Background: an optimization exercise with open tools, aiming at small area. Do not read the settings as production practice. Function was checked by simulation only, so behaviour that the tests miss may differ from the original. Power and IR drop assume default switching activity.

Design snake_top, start of the top module:
module snake_top(
	input CLOCK_50,
	input [4:0] KEY,            
	output [3:0] VGA_R,
	output [3:0] VGA_G,
	output [3:0] VGA_B,
	output VGA_HS,
	output VGA_VS,
	output [6:0] HEX0,
	output [6:0] HEX1,
	output [6:0] HEX2,
	output [6:0] HEX3,
	output [6:0] HEX4,
	output [6:0] HEX5
);
For scale: roughly 300 flip-flops, about 62 I/O pins, ~0.013 sq mm of cells after synthesis.
Settings: LEC_CHECK=0, CAP_MARGIN=20, CORE_MARGIN=2, CORE_UTILIZATION=60, SLEW_MARGIN=20; clock period 20.0 ns.
standard.sh (not shown) runs the stock make flow with config.mk's settings and CLKGATE_MAP_FILE= SYNTH_SCRIPT=/design/flow/synth_recipe.tcl, a recipe that flattens the netlist after the stock synthesis.
==> flow/flow/run.sh <==
#!/bin/bash
# The standard ORFS layout (standard.sh, unchanged) with two settings
# passed through the environment:
#  - the port buffers that buffer_ports inserts use the smallest buffer
#    (every input and output port still gets its own buffer);
#  - clock tree synthesis clusters the flip-flops up to 10 to a buffer
#    within 40 um, uses clkbuf_4 and adds no dummy loads.
# standard.sh's output goes to standard.log; ORFS keeps each tool's log
# under orfs/logs/.
set -o pipefail
export BUFFER_PORTS_ARGS="-buffer_cell sky130_fd_sc_hd__buf_1"
export CTS_ARGS="-sink_clustering_enable -repair_clock_nets -sink_clustering_size 10 -sink_clustering_max_diameter 40 -buf_list sky130_fd_sc_hd__clkbuf_4 -dont_use_dummy_load"
bash standard.sh > standard.log 2>&1
Rerun with:
--- a/flow/design.v
+++ b/flow/design.v
@@ -84,18 +84,18 @@
 reg [4:0] hy;
 reg [5:0] ax;
 reg [4:0] ay;
 reg [5:0] lfsr_x;
 reg [4:0] lfsr_y;
 reg [3:0] lt;          
 reg [3:0] lo;          
 reg sat;               
-reg moved;             
-reg t_init;            
+reg [2:0] zt;          
+reg [3:0] zo;          
 reg [5:0] tx;          
 reg [4:0] ty;
 reg lc_d;              
 reg coll;              
 reg [5:0] clr_x;       
 reg clr_f;
 reg [1:0] ring [0:64];
 wire [1:0] tap = ring[64];
@@ -107,36 +107,36 @@
 wire grow_vis = eat && !len64;
 wire len_wrap = eat && (lt == 12) && (lo == 7);
 wire len0 = (lt == 0) && (lo == 0);
 reg [5:0] px_w;
 reg [4:0] py_w;
 reg vis;               
 reg vprev;             
 wire cvis = vis || sat;
-reg ge;                
-wire zero_j = ge && (py_w == 15);    
+wire zero_j = (zt == qt) && (zo == qo);
 wire last_vis = !vprev;
 wire last_cvis = !(vprev || sat) || (qt == 6 && qo == 3);
 always @(posedge CLOCK_50 or posedge reset) begin
 	if (reset)
 		vprev <= 1;
 	else
 		vprev <= ld ? 1'b0 : vis;
 end
 always @(posedge CLOCK_50)
 	vis <= ld ? len64 : (vis || ({1'b0, qt} == lt && qo == lo));
 always @(posedge CLOCK_50) begin : ring_rot
 	integer p;
 	for (p = 1; p <= 64; p = p + 1)
 		ring[p] <= ring[p-1];
 	ring[0] <= move ? direction : tap;
 end
+reg ge;                
 always @(posedge CLOCK_50)
-	ge <= ld ? t_init : (ge && !(zero_j && cvis));
+	ge <= ld ? !(zt == 6 && zo == 4) : (ge && !zero_j);
 reg [5:0] nx;
 reg [4:0] ny;
 always @(*) begin
 	nx = px_w;
 	ny = py_w;
 	if (ge && !zero_j)
 		ny = py_w - 5'd1;
 	else if (!zero_j)
@@ -158,17 +158,17 @@
 end
 reg [38:2] mask;
 reg bld;
 reg built;
 wire hblank = (hcount >= 640);
 wire [4:0] mask_row = hblank ? vinc[8:4] : vcount[8:4];
 wire start = ld && !tick && hblank && !built;
 reg pend;
-wire first_move = !moved;
+wire first_move = (zt == 0) && (zo == 0);
 wire set_en = ld ? (move && !(len0 && !eat) && !first_move) : (bld && vis);
 wire mhit = pend || (set_en && py_w == mask_row);
 wire [5:0] maddr = pend ? clr_x : px_w;
 always @(posedge CLOCK_50) begin
 	if (ld)
 		bld <= start;
 	if (start)
 		built <= 1;
@@ -197,18 +197,18 @@
 		lfsr_y <= 5'b11011;
 		ax <= 10;
 		ay <= 7;
 		hx <= 20;
 		hy <= 15;
 		lt <= 1;
 		lo <= 0;
 		sat <= 0;
-		moved <= 0;
-		t_init <= 1;
+		zt <= 0;
+		zo <= 0;
 		tx <= 20;          
 		ty <= 23;          
 		lc_d <= 0;
 		coll <= 0;
 	end else begin
 		sat <= sat | len64;
 		if (ld)
 			coll <= 0;
@@ -219,28 +219,33 @@
 		lc_d <= !ld && last_cvis;
 		if (!ld && j0 && !first_move) begin
 			hx <= nx;
 			hy <= ny;
 		end
 		if (!ld && lc_d && w == 62 && !(grow_vis && !sat)) begin
 			tx <= px_w;
 			ty <= py_w;
-			t_init <= ge;
 		end
 		if (go_tick) begin
 			lfsr_x <= {lfsr_x[4:0], lfsr_x[5] ^ lfsr_x[2]};
 			lfsr_y <= {lfsr_y[3:0], lfsr_y[4] ^ lfsr_y[2]};
 			if (lfsr_x <= 1 || lfsr_x >= 39) lfsr_x <= 5;
 			if (lfsr_y <= 1 || lfsr_y >= 29) lfsr_y <= 5;
 			if (coll || wall)
 				game_over <= 1;
 		end
 		if (move) begin
-			moved <= 1;
+			if (!(zt == 6 && zo == 4)) begin
+				if (zo == 9) begin
+					zo <= 0;
+					zt <= zt + 3'd1;
+				end else
+					zo <= zo + 4'd1;
+			end
 			if (eat) begin
 				if (len_wrap) begin
 					lt <= 0;
 					lo <= 0;
 				end else if (lo == 9) begin
 					lo <= 0;
 					lt <= lt + 4'd1;
 				end else
After rerunning: The changed run completed with no timing, DRC or antenna violations; wire length is higher by 1.9%; count of clock-buffer cells in the layout is higher by 2; via count is higher by 3.0%; sequential power is higher by about 2%; die area is higher by 1.2%; worst hold slack is worse by 0.0051 ns; utilization is lower by 0.72 points; setup slack is better by 0.11 ns; first-iteration DRC count is lower by 1.6%; combinational power is lower by about 0.4%; clock skew is higher by 0.013 ns; clock power is higher by about 3%; final area is higher by 1.3%.

==> afterwards: timing with drivers on the ports <==
How much do the figures lean on ideal ports? The routed layouts below were timed once more, with nothing changed but the port constraints. Step 1 sets driving cells, clkbuf_16 on the clock port and buf_2 on the other inputs (assumed; they add their load-dependent delay and slew). Step 2, shift: input delay + t, output delay - t, t = (earliest + latest rising clock arrival at the registers) / 2. This alone moves slack from input paths to output paths. Slacks: ideal ports / drivers / drivers and shift; pairs: ideal ports / drivers.
run	shift t [ns]	setup WS [ns]	clock arrival spread, ns
the first run	0.656	12.111 / 12.070 / 12.726	0.092 / 0.092
the second run	0.659	12.219 / 12.179 / 12.838	0.087 / 0.088
After both steps every run listed still meets setup and hold.
